Source: an optimization exercise on an open RTL-to-GDS flow (aim: small area). Production flows keep margins and buffers that such runs may drop. The RTL of this run was laid out without a check of its function. Power figures rest on the tool's default switching activity, not on a simulated workload.

===== flow/design.v =====
module conv(
  input clk,
  input reset,
  input [15:0] pxl_in,
  output [15:0] pxl_out,
  output [9:0] count,
  output valid
);
  reg [15:0] r00;
  reg [15:0] r01;
  reg [15:0] r02;
  reg [15:0] r10;
  reg [15:0] r11;
  reg [15:0] r12;
  reg [15:0] r20;
  reg [15:0] r21;
  reg [15:0] r22;
  reg p_r22_14_1;
  reg [25*16-1:0] line1;
  wire [15:0] line1_o = line1[25*16-1:24*16];
  reg [25*16-1:0] line2;
  wire [15:0] line2_o = line2[25*16-1:24*16];
  wire s1, c2;
  ha us1 (pxl_in[1], pxl_in[0], s1, c2);
  wire s3, c4;
  fa us3 (pxl_in[2], pxl_in[1], c2, s3, c4);
  wire s5, c6;
  fa us5 (pxl_in[3], pxl_in[2], c4, s5, c6);
  wire s7, c8;
  fa us7 (pxl_in[4], pxl_in[3], c6, s7, c8);
  wire s9, c10;
  fa us9 (pxl_in[5], pxl_in[4], c8, s9, c10);
  wire s11, c12;
  fa us11 (pxl_in[6], pxl_in[5], c10, s11, c12);
  wire s13, c14;
  fa us13 (pxl_in[7], pxl_in[6], c12, s13, c14);
  wire s15, c16;
  fa us15 (pxl_in[8], pxl_in[7], c14, s15, c16);
  wire s17, c18;
  fa us17 (pxl_in[9], pxl_in[8], c16, s17, c18);
  wire s19, c20;
  fa us19 (pxl_in[10], pxl_in[9], c18, s19, c20);
  wire s21, c22;
  fa us21 (pxl_in[11], pxl_in[10], c20, s21, c22);
  wire s23, c24;
  fa us23 (pxl_in[12], pxl_in[11], c22, s23, c24);
  wire s25, c26;
  fa us25 (pxl_in[13], pxl_in[12], c24, s25, c26);
  wire s27, c28;
  fa us27 (pxl_in[14], pxl_in[13], c26, s27, c28);
  wire x29;
  xo ux29 (pxl_in[15], pxl_in[14], x29);
  wire x30;
  xo ux30 (x29, c28, x30);
  wire s31, c32;
  ha us31 (pxl_in[2], pxl_in[0], s31, c32);
  wire s33, c34;
  fa us33 (pxl_in[3], pxl_in[1], c32, s33, c34);
  wire s35, c36;
  fa us35 (pxl_in[4], pxl_in[2], c34, s35, c36);
  wire s37, c38;
  fa us37 (pxl_in[5], pxl_in[3], c36, s37, c38);
  wire s39, c40;
  fa us39 (pxl_in[6], pxl_in[4], c38, s39, c40);
  wire s41, c42;
  fa us41 (pxl_in[7], pxl_in[5], c40, s41, c42);
  wire s43, c44;
  fa us43 (pxl_in[8], pxl_in[6], c42, s43, c44);
  wire s45, c46;
  fa us45 (pxl_in[9], pxl_in[7], c44, s45, c46);
  wire s47, c48;
  fa us47 (pxl_in[10], pxl_in[8], c46, s47, c48);
  wire s49, c50;
  fa us49 (pxl_in[11], pxl_in[9], c48, s49, c50);
  wire s51, c52;
  fa us51 (pxl_in[12], pxl_in[10], c50, s51, c52);
  wire s53, c54;
  fa us53 (pxl_in[13], pxl_in[11], c52, s53, c54);
  wire s55, c56;
  fa us55 (pxl_in[14], pxl_in[12], c54, s55, c56);
  wire x57;
  xo ux57 (pxl_in[15], pxl_in[13], x57);
  wire x58;
  xo ux58 (x57, c56, x58);
  wire s59, c60;
  ha us59 (pxl_in[3], pxl_in[0], s59, c60);
  wire s61, c62;
  fa us61 (pxl_in[4], pxl_in[1], c60, s61, c62);
  wire s63, c64;
  fa us63 (pxl_in[5], pxl_in[2], c62, s63, c64);
  wire s65, c66;
  fa us65 (pxl_in[6], pxl_in[3], c64, s65, c66);
  wire s67, c68;
  fa us67 (pxl_in[7], pxl_in[4], c66, s67, c68);
  wire s69, c70;
  fa us69 (pxl_in[8], pxl_in[5], c68, s69, c70);
  wire s71, c72;
  fa us71 (pxl_in[9], pxl_in[6], c70, s71, c72);
  wire s73, c74;
  fa us73 (pxl_in[10], pxl_in[7], c72, s73, c74);
  wire s75, c76;
  fa us75 (pxl_in[11], pxl_in[8], c74, s75, c76);
  wire s77, c78;
  fa us77 (pxl_in[12], pxl_in[9], c76, s77, c78);
  wire s79, c80;
  fa us79 (pxl_in[13], pxl_in[10], c78, s79, c80);
  wire s81, c82;
  fa us81 (pxl_in[14], pxl_in[11], c80, s81, c82);
  wire x83;
  xo ux83 (pxl_in[15], pxl_in[12], x83);
  wire x84;
  xo ux84 (x83, c82, x84);
  wire s85, c86;
  ha us85 (pxl_in[0], s5, s85, c86);
  wire s87, c88;
  fa us87 (pxl_in[1], c86, s7, s87, c88);
  wire s89, c90;
  fa us89 (pxl_in[2], s9, c88, s89, c90);
  wire s91, c92;
  fa us91 (s59, s11, c90, s91, c92);
  wire s93, c94;
  fa us93 (s61, s13, c92, s93, c94);
  wire s95, c96;
  fa us95 (s63, s15, c94, s95, c96);
  wire s97, c98;
  fa us97 (s65, s17, c96, s97, c98);
  wire s99, c100;
  fa us99 (s67, s19, c98, s99, c100);
  wire s101, c102;
  fa us101 (s69, s21, c100, s101, c102);
  wire s103, c104;
  fa us103 (s71, s23, c102, s103, c104);
  wire s105, c106;
  fa us105 (s73, s25, c104, s105, c106);
  wire s107, c108;
  fa us107 (s75, s27, c106, s107, c108);
  wire x109;
  xo ux109 (s77, x30, x109);
  wire x110;
  xo ux110 (x109, c108, x110);
  wire s111, c112;
  ha us111 (r00[0], pxl_in[0], s111, c112);
  wire s113, c114;
  fa us113 (r00[1], pxl_in[1], c112, s113, c114);
  wire s115, c116;
  fa us115 (r00[2], pxl_in[2], c114, s115, c116);
  wire s117, c118;
  fa us117 (r00[3], s59, c116, s117, c118);
  wire s119, c120;
  fa us119 (r00[4], s61, c118, s119, c120);
  wire s121, c122;
  fa us121 (r00[5], s63, c120, s121, c122);
  wire i123 = ~s121;
  wire s124, c125;
  ha us124 (pxl_in[0], i123, s124, c125);
  wire s126, c127;
  fa us126 (r00[6], s65, c122, s126, c127);
  wire i128 = ~s126;
  wire s129, c130;
  fa us129 (s1, c125, i128, s129, c130);
  wire s131, c132;
  fa us131 (r00[7], s67, c127, s131, c132);
  wire i133 = ~s131;
  wire s134, c135;
  fa us134 (s3, c130, i133, s134, c135);
  wire s136, c137;
  fa us136 (r00[8], s69, c132, s136, c137);
  wire i138 = ~s136;
  wire s139, c140;
  fa us139 (s5, i138, c135, s139, c140);
  wire s141, c142;
  fa us141 (r00[9], s71, c137, s141, c142);
  wire i143 = ~s141;
  wire s144, c145;
  fa us144 (s7, i143, c140, s144, c145);
  wire s146, c147;
  fa us146 (r00[10], s73, c142, s146, c147);
  wire i148 = ~s146;
  wire s149, c150;
  fa us149 (s9, i148, c145, s149, c150);
  wire s151, c152;
  fa us151 (r00[11], s75, c147, s151, c152);
  wire i153 = ~s151;
  wire s154, c155;
  fa us154 (s11, i153, c150, s154, c155);
  wire s156, c157;
  fa us156 (r00[12], s77, c152, s156, c157);
  wire i158 = ~s156;
  wire s159, c160;
  fa us159 (s13, i158, c155, s159, c160);
  wire s161, c162;
  fa us161 (r00[13], s79, c157, s161, c162);
  wire i163 = ~s161;
  wire s164, c165;
  fa us164 (s15, i163, c160, s164, c165);
  wire s166, c167;
  fa us166 (r00[14], s81, c162, s166, c167);
  wire i168 = ~s166;
  wire s169, c170;
  fa us169 (s17, i168, c165, s169, c170);
  wire x171;
  xo ux171 (r00[15], s19, x171);
  wire x172;
  xo ux172 (x171, x84, x172);
  wire x173;
  xo ux173 (x172, c167, x173);
  wire x174;
  xo ux174 (x173, c170, x174);
  wire s175, c176;
  ha us175 (r01[0], pxl_in[0], s175, c176);
  wire s177, c178;
  fa us177 (r01[1], c176, s1, s177, c178);
  wire s179, c180;
  fa us179 (r01[2], s3, c178, s179, c180);
  wire s181, c182;
  fa us181 (r01[3], s5, c180, s181, c182);
  wire s183, c184;
  fa us183 (r01[4], s7, c182, s183, c184);
  wire s185, c186;
  fa us185 (pxl_in[0], s9, c184, s185, c186);
  wire i187 = ~s185;
  wire s188, c189;
  ha us188 (r01[5], i187, s188, c189);
  wire s190, c191;
  fa us190 (pxl_in[1], s11, c186, s190, c191);
  wire i192 = ~s190;
  wire s193, c194;
  fa us193 (r01[6], c189, i192, s193, c194);
  wire s195, c196;
  fa us195 (pxl_in[2], s13, c191, s195, c196);
  wire i197 = ~s195;
  wire s198, c199;
  fa us198 (r01[7], c194, i197, s198, c199);
  wire s200, c201;
  fa us200 (pxl_in[3], s15, c196, s200, c201);
  wire i202 = ~s200;
  wire s203, c204;
  fa us203 (r01[8], i202, c199, s203, c204);
  wire s205, c206;
  fa us205 (pxl_in[4], s17, c201, s205, c206);
  wire i207 = ~s205;
  wire s208, c209;
  fa us208 (r01[9], i207, c204, s208, c209);
  wire s210, c211;
  fa us210 (pxl_in[5], s19, c206, s210, c211);
  wire i212 = ~s210;
  wire s213, c214;
  fa us213 (r01[10], i212, c209, s213, c214);
  wire s215, c216;
  fa us215 (pxl_in[6], s21, c211, s215, c216);
  wire i217 = ~s215;
  wire s218, c219;
  fa us218 (r01[11], i217, c214, s218, c219);
  wire s220, c221;
  fa us220 (pxl_in[7], s23, c216, s220, c221);
  wire i222 = ~s220;
  wire s223, c224;
  fa us223 (r01[12], i222, c219, s223, c224);
  wire s225, c226;
  fa us225 (pxl_in[8], s25, c221, s225, c226);
  wire i227 = ~s225;
  wire s228, c229;
  fa us228 (r01[13], i227, c224, s228, c229);
  wire s230, c231;
  fa us230 (pxl_in[9], s27, c226, s230, c231);
  wire i232 = ~s230;
  wire s233, c234;
  fa us233 (r01[14], i232, c229, s233, c234);
  wire x235;
  xo ux235 (r01[15], pxl_in[10], x235);
  wire x236;
  xo ux236 (x235, x30, x236);
  wire x237;
  xo ux237 (x236, c231, x237);
  wire x238;
  xo ux238 (x237, c234, x238);
  wire i239 = ~line1_o[0];
  wire s240, c241;
  ha us240 (i239, pxl_in[0], s240, c241);
  wire i242 = ~line1_o[1];
  wire s243, c244;
  fa us243 (i242, c241, s1, s243, c244);
  wire i245 = ~line1_o[2];
  wire s246, c247;
  fa us246 (i245, s3, c244, s246, c247);
  wire i248 = ~line1_o[3];
  wire s249, c250;
  fa us249 (i248, s5, c247, s249, c250);
  wire s251, c252;
  fa us251 (pxl_in[0], s7, c250, s251, c252);
  wire i253 = ~line1_o[4];
  wire s254, c255;
  ha us254 (i253, s251, s254, c255);
  wire s256, c257;
  fa us256 (line1_o[5], s1, s9, s256, c257);
  wire s258, c259;
  fa us258 (c252, c255, s256, s258, c259);
  wire s260, c261;
  fa us260 (line1_o[6], s3, s11, s260, c261);
  wire s262, c263;
  fa us262 (c257, c259, s260, s262, c263);
  wire s264, c265;
  fa us264 (line1_o[7], s5, s13, s264, c265);
  wire s266, c267;
  fa us266 (c261, s264, c263, s266, c267);
  wire s268, c269;
  fa us268 (line1_o[8], s7, c265, s268, c269);
  wire s270, c271;
  fa us270 (s15, s268, c267, s270, c271);
  wire s272, c273;
  fa us272 (line1_o[9], s9, c269, s272, c273);
  wire s274, c275;
  fa us274 (s17, s272, c271, s274, c275);
  wire s276, c277;
  fa us276 (line1_o[10], s11, c273, s276, c277);
  wire s278, c279;
  fa us278 (s19, s276, c275, s278, c279);
  wire s280, c281;
  fa us280 (line1_o[11], s13, c277, s280, c281);
  wire s282, c283;
  fa us282 (s21, s280, c279, s282, c283);
  wire s284, c285;
  fa us284 (line1_o[12], s15, c281, s284, c285);
  wire s286, c287;
  fa us286 (s23, s284, c283, s286, c287);
  wire s288, c289;
  fa us288 (line1_o[13], s17, c285, s288, c289);
  wire s290, c291;
  fa us290 (s25, s288, c287, s290, c291);
  wire s292, c293;
  fa us292 (line1_o[14], s19, c289, s292, c293);
  wire s294, c295;
  fa us294 (s27, s292, c291, s294, c295);
  wire x296;
  xo ux296 (line1_o[15], s21, x296);
  wire x297;
  xo ux297 (x296, x30, x297);
  wire x298;
  xo ux298 (x297, c293, x298);
  wire x299;
  xo ux299 (x298, c295, x299);
  wire s300, c301;
  ha us300 (r10[0], pxl_in[0], s300, c301);
  wire s302, c303;
  fa us302 (r10[1], pxl_in[1], c301, s302, c303);
  wire s304, c305;
  fa us304 (r10[2], s31, c303, s304, c305);
  wire s306, c307;
  fa us306 (r10[3], s33, c305, s306, c307);
  wire s308, c309;
  fa us308 (r10[4], pxl_in[0], s35, s308, c309);
  wire s310, c311;
  ha us310 (c307, s308, s310, c311);
  wire s312, c313;
  fa us312 (r10[5], pxl_in[1], s37, s312, c313);
  wire s314, c315;
  fa us314 (c309, c311, s312, s314, c315);
  wire s316, c317;
  fa us316 (r10[6], pxl_in[2], s39, s316, c317);
  wire s318, c319;
  fa us318 (c313, s316, c315, s318, c319);
  wire s320, c321;
  fa us320 (r10[7], pxl_in[3], s41, s320, c321);
  wire s322, c323;
  fa us322 (c317, s320, c319, s322, c323);
  wire s324, c325;
  fa us324 (r10[8], pxl_in[4], s43, s324, c325);
  wire s326, c327;
  fa us326 (c321, s324, c323, s326, c327);
  wire s328, c329;
  fa us328 (r10[9], pxl_in[5], c325, s328, c329);
  wire s330, c331;
  fa us330 (s45, s328, c327, s330, c331);
  wire s332, c333;
  fa us332 (r10[10], pxl_in[6], c329, s332, c333);
  wire s334, c335;
  fa us334 (s47, s332, c331, s334, c335);
  wire s336, c337;
  fa us336 (r10[11], pxl_in[7], c333, s336, c337);
  wire s338, c339;
  fa us338 (s49, s336, c335, s338, c339);
  wire s340, c341;
  fa us340 (r10[12], pxl_in[8], c337, s340, c341);
  wire s342, c343;
  fa us342 (s51, s340, c339, s342, c343);
  wire s344, c345;
  fa us344 (r10[13], pxl_in[9], c341, s344, c345);
  wire s346, c347;
  fa us346 (s53, s344, c343, s346, c347);
  wire s348, c349;
  fa us348 (r10[14], pxl_in[10], c345, s348, c349);
  wire s350, c351;
  fa us350 (s55, s348, c347, s350, c351);
  wire x352;
  xo ux352 (r10[15], pxl_in[11], x352);
  wire x353;
  xo ux353 (x352, x58, x353);
  wire x354;
  xo ux354 (x353, c349, x354);
  wire x355;
  xo ux355 (x354, c351, x355);
  wire s356, c357;
  ha us356 (r11[0], pxl_in[0], s356, c357);
  wire s358, c359;
  fa us358 (r11[1], pxl_in[1], c357, s358, c359);
  wire s360, c361;
  fa us360 (r11[2], s31, c359, s360, c361);
  wire s362, c363;
  fa us362 (r11[3], pxl_in[0], s33, s362, c363);
  wire s364, c365;
  ha us364 (c361, s362, s364, c365);
  wire s366, c367;
  fa us366 (r11[4], s1, s35, s366, c367);
  wire s368, c369;
  fa us368 (c363, c365, s366, s368, c369);
  wire s370, c371;
  fa us370 (r11[5], s3, s37, s370, c371);
  wire s372, c373;
  fa us372 (c367, c369, s370, s372, c373);
  wire s374, c375;
  fa us374 (r11[6], s5, s39, s374, c375);
  wire s376, c377;
  fa us376 (c371, s374, c373, s376, c377);
  wire s378, c379;
  fa us378 (r11[7], s7, s41, s378, c379);
  wire s380, c381;
  fa us380 (c375, s378, c377, s380, c381);
  wire s382, c383;
  fa us382 (r11[8], s9, s43, s382, c383);
  wire s384, c385;
  fa us384 (c379, s382, c381, s384, c385);
  wire s386, c387;
  fa us386 (r11[9], s11, c383, s386, c387);
  wire s388, c389;
  fa us388 (s45, s386, c385, s388, c389);
  wire s390, c391;
  fa us390 (r11[10], s13, c387, s390, c391);
  wire s392, c393;
  fa us392 (s47, s390, c389, s392, c393);
  wire s394, c395;
  fa us394 (r11[11], s15, c391, s394, c395);
  wire s396, c397;
  fa us396 (s49, s394, c393, s396, c397);
  wire s398, c399;
  fa us398 (r11[12], s17, c395, s398, c399);
  wire s400, c401;
  fa us400 (s51, s398, c397, s400, c401);
  wire s402, c403;
  fa us402 (r11[13], s19, c399, s402, c403);
  wire s404, c405;
  fa us404 (s53, s402, c401, s404, c405);
  wire s406, c407;
  fa us406 (r11[14], s21, c403, s406, c407);
  wire s408, c409;
  fa us408 (s55, s406, c405, s408, c409);
  wire x410;
  xo ux410 (r11[15], s23, x410);
  wire x411;
  xo ux411 (x410, x58, x411);
  wire x412;
  xo ux412 (x411, c407, x412);
  wire x413;
  xo ux413 (x412, c409, x413);
  wire i414 = ~pxl_in[0];
  wire s415, c416;
  ha us415 (line2_o[3], i414, s415, c416);
  wire i417 = ~pxl_in[1];
  wire s418, c419;
  fa us418 (line2_o[4], i417, c416, s418, c419);
  wire i420 = ~s31;
  wire s421, c422;
  fa us421 (line2_o[5], i420, c419, s421, c422);
  wire i423 = ~s33;
  wire s424, c425;
  fa us424 (line2_o[6], i423, c422, s424, c425);
  wire i426 = ~s35;
  wire s427, c428;
  fa us427 (line2_o[7], i426, c425, s427, c428);
  wire i429 = ~s37;
  wire s430, c431;
  fa us430 (line2_o[8], i429, c428, s430, c431);
  wire i432 = ~s39;
  wire s433, c434;
  fa us433 (line2_o[9], i432, c431, s433, c434);
  wire i435 = ~s41;
  wire s436, c437;
  fa us436 (line2_o[10], i435, c434, s436, c437);
  wire i438 = ~s43;
  wire s439, c440;
  fa us439 (line2_o[11], i438, c437, s439, c440);
  wire i441 = ~s45;
  wire s442, c443;
  fa us442 (line2_o[12], i441, c440, s442, c443);
  wire i444 = ~s47;
  wire s445, c446;
  fa us445 (line2_o[13], i444, c443, s445, c446);
  wire i447 = ~s49;
  wire s448, c449;
  fa us448 (line2_o[14], i447, c446, s448, c449);
  wire x450;
  xo ux450 (line2_o[15], s51, x450);
  wire x451;
  xo ux451 (x450, c449, x451);
  wire s452, c453;
  ha us452 (r20[0], pxl_in[0], s452, c453);
  wire s454, c455;
  fa us454 (r20[1], pxl_in[1], c453, s454, c455);
  wire s456, c457;
  fa us456 (r20[2], pxl_in[2], c455, s456, c457);
  wire s458, c459;
  fa us458 (r20[3], s59, c457, s458, c459);
  wire s460, c461;
  fa us460 (r20[4], pxl_in[0], s61, s460, c461);
  wire s462, c463;
  ha us462 (s460, c459, s462, c463);
  wire s464, c465;
  fa us464 (r20[5], pxl_in[1], s63, s464, c465);
  wire s466, c467;
  fa us466 (c461, s464, c463, s466, c467);
  wire s468, c469;
  fa us468 (r20[6], s31, s65, s468, c469);
  wire s470, c471;
  fa us470 (c465, s468, c467, s470, c471);
  wire s472, c473;
  fa us472 (r20[7], s33, s67, s472, c473);
  wire s474, c475;
  fa us474 (c469, s472, c471, s474, c475);
  wire s476, c477;
  fa us476 (r20[8], s35, s69, s476, c477);
  wire s478, c479;
  fa us478 (c473, s476, c475, s478, c479);
  wire s480, c481;
  fa us480 (r20[9], s37, s71, s480, c481);
  wire s482, c483;
  fa us482 (c477, s480, c479, s482, c483);
  wire s484, c485;
  fa us484 (r20[10], s39, c481, s484, c485);
  wire s486, c487;
  fa us486 (s73, s484, c483, s486, c487);
  wire s488, c489;
  fa us488 (r20[11], s41, c485, s488, c489);
  wire s490, c491;
  fa us490 (s75, s488, c487, s490, c491);
  wire s492, c493;
  fa us492 (r20[12], s43, c489, s492, c493);
  wire s494, c495;
  fa us494 (s77, s492, c491, s494, c495);
  wire s496, c497;
  fa us496 (r20[13], s45, c493, s496, c497);
  wire s498, c499;
  fa us498 (s79, s496, c495, s498, c499);
  wire s500, c501;
  fa us500 (r20[14], s47, c497, s500, c501);
  wire s502, c503;
  fa us502 (s81, s500, c499, s502, c503);
  wire x504;
  xo ux504 (r20[15], s49, x504);
  wire x505;
  xo ux505 (x504, x84, x505);
  wire x506;
  xo ux506 (x505, c501, x506);
  wire x507;
  xo ux507 (x506, c503, x507);
  wire s508, c509;
  ha us508 (r21[1], i414, s508, c509);
  wire i510 = ~s1;
  wire s511, c512;
  fa us511 (r21[2], c509, i510, s511, c512);
  wire i513 = ~s3;
  wire s514, c515;
  fa us514 (r21[3], i513, c512, s514, c515);
  wire s516, c517;
  fa us516 (r21[4], i414, c515, s516, c517);
  wire i518 = ~s5;
  wire s519, c520;
  ha us519 (i518, s516, s519, c520);
  wire s521, c522;
  fa us521 (r21[5], c517, c520, s521, c522);
  wire i523 = ~s521;
  wire s524, c525;
  fa us524 (pxl_in[1], s7, i523, s524, c525);
  wire s526, c527;
  fa us526 (pxl_in[2], s9, c525, s526, c527);
  wire i528 = ~s526;
  wire s529, c530;
  fa us529 (r21[6], c522, i528, s529, c530);
  wire s531, c532;
  fa us531 (pxl_in[3], s11, c527, s531, c532);
  wire i533 = ~s531;
  wire s534, c535;
  fa us534 (r21[7], c530, i533, s534, c535);
  wire s536, c537;
  fa us536 (pxl_in[4], s13, c532, s536, c537);
  wire i538 = ~s536;
  wire s539, c540;
  fa us539 (r21[8], i538, c535, s539, c540);
  wire s541, c542;
  fa us541 (pxl_in[5], s15, c537, s541, c542);
  wire i543 = ~s541;
  wire s544, c545;
  fa us544 (r21[9], i543, c540, s544, c545);
  wire s546, c547;
  fa us546 (pxl_in[6], s17, c542, s546, c547);
  wire i548 = ~s546;
  wire s549, c550;
  fa us549 (r21[10], i548, c545, s549, c550);
  wire s551, c552;
  fa us551 (pxl_in[7], s19, c547, s551, c552);
  wire i553 = ~s551;
  wire s554, c555;
  fa us554 (r21[11], i553, c550, s554, c555);
  wire s556, c557;
  fa us556 (pxl_in[8], s21, c552, s556, c557);
  wire i558 = ~s556;
  wire s559, c560;
  fa us559 (r21[12], i558, c555, s559, c560);
  wire s561, c562;
  fa us561 (pxl_in[9], s23, c557, s561, c562);
  wire i563 = ~s561;
  wire s564, c565;
  fa us564 (r21[13], i563, c560, s564, c565);
  wire s566, c567;
  fa us566 (pxl_in[10], s25, c562, s566, c567);
  wire i568 = ~s566;
  wire s569, c570;
  ha us569 (r21[14], i568, s569, c570);
  wire x571;
  xo ux571 (r21[15], pxl_in[11], x571);
  wire x572;
  xo ux572 (x571, s27, x572);
  wire x573;
  xo ux573 (x572, c567, x573);
  wire x574;
  xo ux574 (x573, c570, x574);
  wire i575 = ~r22[5];
  wire i576 = ~r22[0];
  wire s577, c578;
  xn us577 (r22[1], r22[0], s577);
  o2 uc578 (r22[1], r22[0], c578);
  wire s579, c580;
  ha us579 (r22[2], c578, s579, c580);
  wire s581, c582;
  xn us581 (r22[3], c580, s581);
  o2 uc582 (r22[3], c580, c582);
  wire s583, c584;
  xn us583 (r22[4], c582, s583);
  o2 uc584 (r22[4], c582, c584);
  wire s585, c586;
  xn us585 (i575, c584, s585);
  o2 uc586 (i575, c584, c586);
  wire s587, c588;
  ha us587 (r22[6], c586, s587, c588);
  wire s589, c590;
  ha us589 (r22[7], c588, s589, c590);
  wire s591, c592;
  ha us591 (r22[8], c590, s591, c592);
  wire s593, c594;
  ha us593 (r22[9], c592, s593, c594);
  wire s595, c596;
  ha us595 (r22[10], c594, s595, c596);
  wire s597, c598;
  ha us597 (r22[11], c596, s597, c598);
  wire s599, c600;
  ha us599 (r22[12], c598, s599, c600);
  wire s601, c602;
  ha us601 (r22[13], c600, s601, c602);
  wire s603, c604;
  fa us603 (r22[14], p_r22_14_1, c602, s603, c604);
  wire x605;
  xo ux605 (r22[15], c604, x605);
  wire [15:0] line1_i = {r02[15], r02[14], r02[13], r02[12], r02[11], r02[10], r02[9], r02[8], r02[7], r02[6], r02[5], r02[4], r02[3], r02[2], r02[1], r02[0]};
  wire [15:0] line2_i = {r12[15], r12[14], r12[13], r12[12], r12[11], r12[10], r12[9], r12[8], r12[7], r12[6], r12[5], r12[4], r12[3], r12[2], r12[1], r12[0]};
  assign pxl_out = {x605, s603, s601, s599, s597, s595, s593, s591, s589, s587, s585, s583, s581, s579, s577, i576};
  always @(posedge clk) begin
    r00 <= {x110, s107, s105, s103, s101, s99, s97, s95, s93, s91, s89, s87, s85, s3, s1, pxl_in[0]};
    r01 <= {x174, s169, s164, s159, s154, s149, s144, s139, s134, s129, s124, s119, s117, s115, s113, s111};
    r02 <= {x238, s233, s228, s223, s218, s213, s208, s203, s198, s193, s188, s183, s181, s179, s177, s175};
    r10 <= {x299, s294, s290, s286, s282, s278, s274, s270, s266, s262, s258, s254, s249, s246, s243, s240};
    r11 <= {x355, s350, s346, s342, s338, s334, s330, s326, s322, s318, s314, s310, s306, s304, s302, s300};
    r12 <= {x413, s408, s404, s400, s396, s392, s388, s384, s380, s376, s372, s368, s364, s360, s358, s356};
    r20 <= {x451, s448, s445, s442, s439, s436, s433, s430, s427, s424, s421, s418, s415, line2_o[2], line2_o[1], line2_o[0]};
    r21 <= {x507, s502, s498, s494, s490, s486, s482, s478, s474, s470, s466, s462, s458, s456, s454, s452};
    r22 <= {x574, s569, s564, s559, s554, s549, s544, s539, s534, s529, s524, s519, s514, s511, s508, r21[0]};
    p_r22_14_1 <= c565;
    line1 <= {line1[24*16-1:0], line1_i};
    line2 <= {line2[24*16-1:0], line2_i};
  end
  reg [9:0] counter;
  wire [10:0] cy;
  wire [9:0] cn;
  assign cy[0] = 1'b1;
  genvar gi;
  generate for (gi = 0; gi < 10; gi = gi + 1) begin : inc
    assign cn[gi] = counter[gi] ^ cy[gi];
    assign cy[gi+1] = counter[gi] & cy[gi];
  end endgenerate
  always @(posedge clk) begin
    if (reset) counter <= 10'd0;
    else counter <= cn;
  end
  assign count = counter;
  wire [7:0] ce = counter[9:2];
  wire [4:0] m7 = ce[2:0] + ce[5:3] + ce[7:6];
  wire col_bad = counter[1] & (m7 == 5'd0 || m7 == 5'd7 || m7 == 5'd14);
  wire in_rng = (counter >= 10'd59) && (counter <= 10'd785);
  assign valid = in_rng & ~col_bad;
endmodule
module fa(input a, input b, input c, output s, output co);
  assign s = a ^ b ^ c;
  assign co = (a & b) | (c & (a ^ b));
endmodule
module ha(input a, input b, output s, output co);
  assign s = a ^ b;
  assign co = a & b;
endmodule
module xo(input a, input b, output s);
  assign s = a ^ b;
endmodule
module xn(input a, input b, output s);
  assign s = ~(a ^ b);
endmodule
module o2(input a, input b, output s);
  assign s = a | b;
endmodule

===== flow/run.sh =====
#!/bin/bash
# synth_recipe.tcl (not shown) runs the flow's synth.tcl, then flattens the netlist and writes it again
# the make line also repeats each setting of config.mk as NAME=value (left out here)
make -C /OpenROAD-flow-scripts/flow DESIGN_CONFIG=/design/flow/config.mk WORK_HOME=/design/flow/orfs CLKGATE_MAP_FILE= SYNTH_SCRIPT=/design/flow/synth_recipe.tcl finish

===== flow/config.mk =====
export PLATFORM = sky130hd
export DESIGN_NAME = conv
export DESIGN_NICKNAME = conv
export VERILOG_FILES = /design/flow/design.v
export SDC_FILE = /design/flow/constraint.sdc
export NUM_CORES = 4
export LEC_CHECK = 0
export ABC_AREA = 0
export CAP_MARGIN = 0
export CORE_MARGIN = 2
export CORE_UTILIZATION = 40
export CTS_CLUSTER_DIAMETER = 150
export CTS_CLUSTER_SIZE = 25
export GPL_TIMING_DRIVEN = 0
export SLEW_MARGIN = 0
export SYNTH_HIERARCHICAL = 1

===== flow/constraint.sdc =====
create_clock -name core_clock -period 7.5 [get_ports {clk}]
set_input_delay 1.5000 -clock core_clock [delete_from_list [all_inputs] [get_ports {clk}]]
set_output_delay 1.5000 -clock core_clock [all_outputs]
set_load 0.01 [all_outputs]

==> results.json <==
{
  "drv_cap": 0,
  "initial_core_util_pct": 40.54,
  "crit_arrival_ns": 8.03,
  "grt_usage_pct": 10.57,
  "power.leakage_uw": 0.01159,
  "irDropWorstVdd_v": 0.0002577,
  "yosys.area_share.simple_pct": 0.4834,
  "synth_mux_area_share_pct": 0,
  "synth_xor_area_share_pct": 1.570,
  "setup_ws_ns": -0.05914,
  "nets": 1789,
  "ys.flop_type": "dfxtp_1",
  "synthDistinctLibCells": 22,
  "synth_top_family_by_area": "adder cells",
  "cts_buffers": 44,
  "worstHoldPathCells": 0,
  "clockBufferDepth": 3,
  "crit_top_cell": "fa_2",
  "htreeDepth": 2,
  "min-delay-start": "line2[335]",
  "postPlaceCellArea_sq_um": 26800,
  "dp_hpwl_um": 20230,
  "syn-cell-area_sq_um": 25110,
  "tns_ns": -0.1037,
  "yosys-top-cells-area": "dfxtp_1, fa_1, ha_1",
  "hold_violations": 0,
  "fin_crit_ns": 7.559,
  "clock-sinks": 955,
  "postSynthCellCount": 1373,
  "crit_type": "primary input to register",
  "crit_chain": "buf_16 > buf_8 > fa_2 > fa_2 > fa_2 > fa_2 > fa_2 > fa_2 > fa_2 > fa_2 > fa_2 > fa_2 > fa_2 > fa_2 > fa_2 > inv_2 > fa_2 > fa_2 > xor2_1",
  "place_congestion": 0.7230,
  "synth-seq-area-share_pct": 76.14,
  "final_cell_area_sq_um": 28370,
  "cp-startpoint": "pxl_in[1]",
  "hold_ws_ns": 0.2951,
  "relSlewSlack_pct": 44.32,
  "status": "complete, but fails checks",
  "portBuffers": 44,
  "fin_skew_ns": 0.03495,
  "cp.required_ns": 7.98,
  "r2r_slack_ns": 0.90,
  "totalWireLength_um": 31460,
  "vias": 9045,
  "fin_crit_sh_pct": 100.8,
  "clock.fmax_mhz": 132.3,
  "die-height_um": 254.5,
  "drt_iter0_markers": 343,
  "drive_gt1_share_pct": 14.63,
  "cpMaxStageDelayCell": "fa_2",
  "synth_top_area_share_pct": 76.14,
  "drtAntennaViolNets": 0,
  "cp-end-kind": "register",
  "core-area_sq_um": 61940,
  "instances_no_fill": 2341,
  "reg2reg_from": "r21[1]",
  "areaGrowthSynthToFinish_pct": 13.00,
  "setup_viol": 3,
  "violations": "negative setup slack",
  "grt_max_degree": 26,
  "synth_edf_count": 0,
  "grt_pass1_wl_um": 53390,
  "post_synth.cell_area_avg_sq_um": 18.29,
  "pin_count": 45,
  "grt_overflow_total": 0,
  "drc_errors": 0,
  "yosysTopAreaCell": "dfxtp_1",
  "pwr_density_cell_nw_per_um2": 495.8,
  "first_global_vias": 9828,
  "cts_hold_buf": 0,
  "cts.clk_slew.worst_paths_ns": 0.11,
  "cp-start-kind": "primary input",
  "synthArstFlopShare_pct": 0,
  "viasPerCell": 3.864,
  "critPathMaxFanout": 4,
  "postSynthNetCount": 1660,
  "dieWidth_um": 254.5,
  "cp_slowest_stage_delay_ns": 0.56,
  "synth_fa_ha_area_share_pct": 20.19,
  "antenna_found_initial": 3,
  "ys_ff_latch": 955,
  "slew_viol_final": 0,
  "synth-compound-area-share_pct": 0.2392,
  "clk_latency_ns": 0.61,
  "hold_class": "register to register",
  "dp_cells": 2254,
  "first_pass_iters": 4,
  "diodes": 0,
  "yosys_warnings": 7,
  "r2r_end": "r22[15]",
  "cts_root_buf": "clkbuf_16",
  "grt_setup_unrepaired": "yes",
  "cts_tree": "built",
  "worst_hold_path.endpoint": "line2[351]",
  "reg2reg_depth": 20,
  "dieArea_sq_um": 64790,
  "worst_pin_slew_ns": 0.8352,
  "rows": 91,
  "wl_per_cell_um": 13.44
}
[cell usage after synthesis (2+ instances only)]
master     n
buf_4     16
ha_1      42
dfxtp_1  955
xor2_1    39
fa_1     227
or2_1      4
nor2_1     3
inv_1     60
a21oi_1    2
xnor2_1    6
nor2b_1    8
[Yosys stat by module, one instance, submodules excluded]
module	flops+latches	cells inside
ha	0	1
o2	0	1
conv	955	1073
xo	0	1
xn	0	1
fa	0	1
[final cells by class]
type	count	area [sq um]
Inverter	60	225.2
Multi-Input combinational cell	342	5923
Clock inverter	3	37.54
Clock buffer	45	1126
Tap cell	837	1047
Timing Repair Buffer	83	775.7
Buffer	16	120.1
Sequential cell	955	19120
Fill cell	5339	33570
[worst max-delay path: cells and delay by family]
family                     cells  cell delay [ns]
adders and majority gates     15             6.08
buffers and inverters          3             0.28
xor gates and xnor gates       1             0.17
[through the flow]
stage	total power [uW]	utilization, %	worst slack (ns)
after floorplan	10280	-	-0.3939
after global placement	11680	43.27	-2.249
after detailed placement	11640	43.27	-2.276
after CTS	14320	45.28	-0.09932
after global routing	15240	45.81	-0.1757
final	14070	45.81	-0.05914
[worst max-delay path by stage]
stage / to / slack, ns / cells after the start
floorplan: r22[15] / -0.39 / 21
global placement: r22[15] / -2.25 / 22
detailed placement: r22[15] / -2.28 / 22
CTS: r22[15] / -0.1 / 22
global route: r02[15] / -0.18 / 19
finish: r02[15] / -0.06 / 19
[repair_timing]
item / 4_1_cts / 5_1_grt
setup buffers: 6 / 33
resized for setup: 39 / 31
pin swaps: 3 / 29
setup endpoints to repair: 39 / 13
[metal layers]
metal | global-route usage [%] | part of all wire [%] | up-vias | routed length (um)
met1 | 15.24 | 50 | 4510 | 15590
met3 | 2.398 | 3.7 | 57 | 1162
li1 | - | - | 4386 | -
met5 | 0 | 0.14 | - | 43
met4 | 3.475 | 2.4 | 6 | 756
met2 | 15.80 | 44 | 86 | 13910
[placed cells by master, fill, tap and decap left out, types with 2 or more instances in the layout]
master and instances:
inv_1 53, buf_16 2, clkbuf_16 45, fa_2 99, xnor2_1 6, or2_1 4, ha_4 2, buf_4 53
nor2b_1 8, xor2_1 39, a21oi_1 2, fa_1 128, buf_6 2, dfxtp_1 955, ha_2 2, inv_2 7
clkdlybuf4s50_1 38, ha_1 38, nor2_1 3, inv_6 2
[power breakdown]
| part | switching (uW) | leakage (uW) | total, uW | internal (uW) |
|---|---|---|---|---|
| registers | 703 | 0.00806 | 8460 | 7760 |
| logic | 1510 | 0.00296 | 3100 | 1590 |
| clock network | 1430 | 0.000573 | 2510 | 1090 |
[logic make-up after synthesis]
family                   Yosys count
flip-flops                       955
adder cells (fa/ha/maj)          269
AO/OA/AOI/OAI                      7
AND/OR/NAND/NOR                   21
XOR/XNOR                          45
buffers and inverters             76
[flip-flops by register name, indices dropped and copies added, names as in the netlist]
signal / cells
r10: 16
r02: 16
r01: 16
r22: 16
r21: 16
r00: 16
counter: 10
r11: 16
line1: 400
p_r22_14_1: 1
r20: 16
line2: 400
r12: 16

## separate check: timing with driven ports
The results above use ideal ports. As a check the final layout listed here was re-extracted and re-timed, cells and wires unchanged.
Step 1, drivers: a clkbuf_16 drives clk and a buf_2 each remaining input, both assumed.
Step 2 also shifts input and output timing later by t, the mid clock arrival at the registers, as if the neighbouring blocks saw the same clock.
Slacks: ideal ports / drivers / drivers and shift; pairs: ideal ports / drivers.
t (ns): 0.638
slack for setup (ns): -0.059 / -0.070 / -0.708
pins driven straight from the clock port: 1
The setup slack of this run moves by -0.011 ns with the drivers and by -0.649 ns with both steps.
